Context: an optimization exercise on an open-source flow, tuned for small area. The choices shown serve that exercise and are no tape-out recipe.
The RTL was checked by simulation tests, not by an equivalence proof against the original design.
Power and IR drop assume default switching activity.

## Core
module Core (
  input  logic        clock,
  input  logic        reset,
  output logic [31:0] imem_addr,
  input  logic [31:0] imem_rdata,
  output logic        dmem_req,
  output logic [31:0] dmem_addr,
  input  logic [31:0] dmem_rdata,
  output logic        wb_valid,
  output logic [4:0]  wb_addr,
  output logic [31:0] wb_data
);
  localparam logic [1:0] C_LOAD = 2'b00;
  localparam logic [1:0] C_OPIMM = 2'b01;
  localparam logic [1:0] C_JAL = 2'b10;
  localparam logic [1:0] C_OP = 2'b11;
  logic [29:0] pc;
  logic        d_v;
  logic [1:0]  d_cls;
  logic [31:7] d_f;
  logic        e_v;
  logic [1:0]  e_cls;
  logic [4:0]  e_rd;
  logic [31:12] e_f;
  logic [31:0] e_a;       
  logic        m_v;
  logic        m_ld;
  logic [4:0]  m_rd;
  logic [31:0] m_res;
  logic        w_v;
  logic [4:0]  w_rd;
  logic [31:0] w_data;
  logic [31:0] rf [1:31];
  logic [4:0] d_rs1, d_rs2, d_rd;
  logic d_op, d_opimm, d_load, d_jal;
  assign d_rs1 = d_f[19:15];
  assign d_rs2 = d_f[24:20];
  assign d_rd  = d_f[11:7];
  assign d_op    = d_v & (d_cls == C_OP);
  assign d_opimm = d_v & (d_cls == C_OPIMM);
  assign d_load  = d_v & (d_cls == C_LOAD);
  assign d_jal   = d_v & (d_cls == C_JAL);
  logic e_load;
  assign e_load = e_v & (e_cls == C_LOAD);
  logic wbh1, wbh2, lu1, lu2;
  assign wbh1 = (d_rs1 == w_rd) & (d_rs1 != e_rd) & (d_rs1 != m_rd) & w_v & (w_rd != 5'd0);
  assign wbh2 = (d_rs2 == w_rd) & (d_rs2 != e_rd) & (d_rs2 != m_rd) & w_v & (w_rd != 5'd0);
  assign lu1  = e_load & (d_rs1 == e_rd);
  assign lu2  = e_load & (d_rs2 == e_rd);
  logic stall, flush;
  assign stall = (d_op & (wbh1 | wbh2 | lu1 | lu2)) | ((d_opimm | d_load) & (wbh1 | lu1));
  assign flush = e_v & (e_cls == C_JAL);
  logic fa_m, fa_w, fb_m, fb_w;
  assign fa_m = (d_op | d_opimm) & (d_rs1 == e_rd) & (e_rd != 5'd0) & e_v;
  assign fa_w = (d_op | d_opimm) & (d_rs1 == m_rd) & (m_rd != 5'd0) & m_v & ~fa_m;
  assign fb_m = d_op & (d_rs2 == e_rd) & (e_rd != 5'd0) & e_v;
  assign fb_w = d_op & (d_rs2 == m_rd) & (m_rd != 5'd0) & m_v & ~fb_m;
  ...
==> flow/config.mk <==
export PLATFORM = sky130hd
export DESIGN_NAME = Core
export DESIGN_NICKNAME = Core
export VERILOG_FILES = /design/flow/design.v
export SDC_FILE = /design/flow/constraint.sdc
export NUM_CORES = 4
export LEC_CHECK = 0
export CAP_MARGIN = 20
export CORE_MARGIN = 2
export CORE_UTILIZATION = 50
export PLACE_DENSITY = 0.6
export SLEW_MARGIN = 20
export SYNTH_HIERARCHICAL = 1
==> flow/constraint.sdc <==
create_clock -name core_clock -period 8.0 [get_ports {clock}]
set_input_delay 1.6000 -clock core_clock [delete_from_list [all_inputs] [get_ports {clock}]]
set_output_delay 1.6000 -clock core_clock [all_outputs]
set_load 0.01 [all_outputs]
standard.sh (not shown) runs the stock make flow with config.mk's settings and CLKGATE_MAP_FILE= SYNTH_SCRIPT=/design/flow/synth_recipe.tcl, a recipe that flattens the netlist after the stock synthesis.
==> flow/flow/run.sh <==
#!/bin/bash
# Layout flow: the standard ORFS flow, with two changes of how the layout
# is built (the design, clock period and constraints are unchanged):
#  - ports are buffered with the smallest buffer cell instead of the default;
#  - clock tree synthesis clusters more sinks per leaf buffer and inserts no
#    dummy loads.
# Each tool's full output stays in orfs/logs/ (ORFS's own per-step logs) and
# the make output in flow_make.log, both in this work folder.
set -euo pipefail
export BUFFER_PORTS_ARGS="-buffer_cell sky130_fd_sc_hd__buf_1"
export CTS_ARGS="-sink_clustering_enable -repair_clock_nets -dont_use_dummy_load -sink_clustering_size 30 -sink_clustering_max_diameter 60 -buf_list sky130_fd_sc_hd__clkbuf_16"
bash standard.sh > flow_make.log 2>&1
The starting point produced a clean layout.
==> next run, changes <==
--- a/flow/flow/run.sh
+++ b/flow/flow/run.sh
@@ -9,4 +9,4 @@
 set -euo pipefail
 export BUFFER_PORTS_ARGS="-buffer_cell sky130_fd_sc_hd__buf_1"
-export CTS_ARGS="-sink_clustering_enable -repair_clock_nets -dont_use_dummy_load -sink_clustering_size 30 -sink_clustering_max_diameter 60 -buf_list sky130_fd_sc_hd__clkbuf_16"
+export CTS_ARGS="-sink_clustering_enable -repair_clock_nets -dont_use_dummy_load -sink_clustering_size 25 -sink_clustering_max_diameter 100 -buf_list sky130_fd_sc_hd__clkbuf_16"
 bash standard.sh > flow_make.log 2>&1
The changed run completed without violations; setup slack improved by 0.0067 ns; power went down by a few percent; global-route usage came out lower by 0.12 points; cell area goes down slightly; area after synthesis stays the same; via count falls slightly; wire length came out lower slightly; synthesized cell count is unchanged; maximum frequency hardly moves; count of clock-buffer cells in the layout came out lower by 40.
==> next run, changes <==
==> flow/run.sh (new file) <==
#!/bin/bash
# synth_recipe.tcl (not shown) runs the flow's synth.tcl, then flattens the netlist and writes it again
# the make line also repeats each setting of config.mk as NAME=value (left out here)
make -C /OpenROAD-flow-scripts/flow DESIGN_CONFIG=/design/flow/config.mk WORK_HOME=/design/flow/orfs CLKGATE_MAP_FILE= SYNTH_SCRIPT=/design/flow/synth_recipe.tcl finish
- CTS_CLUSTER_DIAMETER: default -> 60
- CTS_CLUSTER_SIZE: default -> 30
removed: flow/flow/run.sh
removed: flow/standard.sh
After rerunning: Non-clock buffer count falls by 9. Routed wire length falls by 1.8%. Cell count rises by 2.1%. Power rises by 15%. Die area does not change. Setup slack degrades by 0.31 ns. Cell area rises by 5.1%. Register-to-register slack degrades by 0.31 ns. Clock skew falls by 0.033 ns. Area after synthesis does not change. First-iteration DRC count rises by 13%.
==> next run, changes <==
==> flow/flow/run.sh (new file) <==
#!/bin/bash
# Layout flow: the standard ORFS flow, with two changes of how the layout
# is built (the design, clock period and constraints are unchanged):
#  - ports are buffered with the smallest buffer cell instead of the default;
#  - clock tree synthesis clusters more sinks per leaf buffer and inserts no
#    dummy loads.
# Each tool's full output stays in orfs/logs/ (ORFS's own per-step logs) and
# the make output in flow_make.log, both in this work folder.
set -euo pipefail
export BUFFER_PORTS_ARGS="-buffer_cell sky130_fd_sc_hd__buf_1"
export CTS_ARGS="-sink_clustering_enable -repair_clock_nets -dont_use_dummy_load -sink_clustering_size 25 -sink_clustering_max_diameter 100 -buf_list sky130_fd_sc_hd__clkbuf_16"
bash standard.sh > flow_make.log 2>&1
==> flow/standard.sh (new file) <==
#!/bin/bash
# synth_recipe.tcl (not shown) runs the flow's synth.tcl, then flattens the netlist and writes it again
# the make line also repeats each setting of config.mk as NAME=value (left out here)
make -C /OpenROAD-flow-scripts/flow DESIGN_CONFIG=/design/flow/config.mk WORK_HOME=/design/flow/orfs CLKGATE_MAP_FILE= SYNTH_SCRIPT=/design/flow/synth_recipe.tcl "${@:-finish}"
- CAP_MARGIN: 20 -> 10
- CTS_CLUSTER_DIAMETER: 60 -> default
- CTS_CLUSTER_SIZE: 30 -> default
- SLEW_MARGIN: 20 -> 10
removed: flow/run.sh
Result:
- The new run completed without violations
- flip-flop and latch count stays the same
- combinational power goes down by 9.5%
- area after synthesis stays the same
- clock power shrinks by 38%
- power is lower by about 13%
- fmax is higher by about 4%
- routed wire length went up by 2.1%
- final area shrinks by 4.9%

[what the ideal ports hide]
The results above use ideal ports. As a check the final layouts listed here were re-extracted and re-timed, cells and wires unchanged. Step 1 (the two cells are an assumption about what drives the block):
set clk [get_ports {clock}]
set_driving_cell -lib_cell sky130_fd_sc_hd__clkbuf_16 $clk
set_driving_cell -lib_cell sky130_fd_sc_hd__buf_2 [delete_from_list [all_inputs] $clk]
Step 2 also shifts input and output timing later by t, the mid clock arrival at the registers, as if the neighbouring blocks saw the same clock. Slacks: ideal / step 1 / step 2; pairs: ideal / step 1.
run	t (ns)	setup WS [ns]	worst hold slack (ns)	worst data-port slew with drivers (ns)
the first run	0.744	0.898 / 0.898 / 0.898	0.344 / 0.344 / 0.344	0.06
the second run	0.760	0.905 / 0.905 / 0.905	0.354 / 0.354 / 0.354	0.05
the third run	0.774	0.592 / 0.592 / 0.592	0.344 / 0.344 / 0.344	0.06
the fourth run	0.760	0.864 / 0.864 / 0.864	0.353 / 0.353 / 0.353	0.05
After both steps every run listed still meets setup and hold.
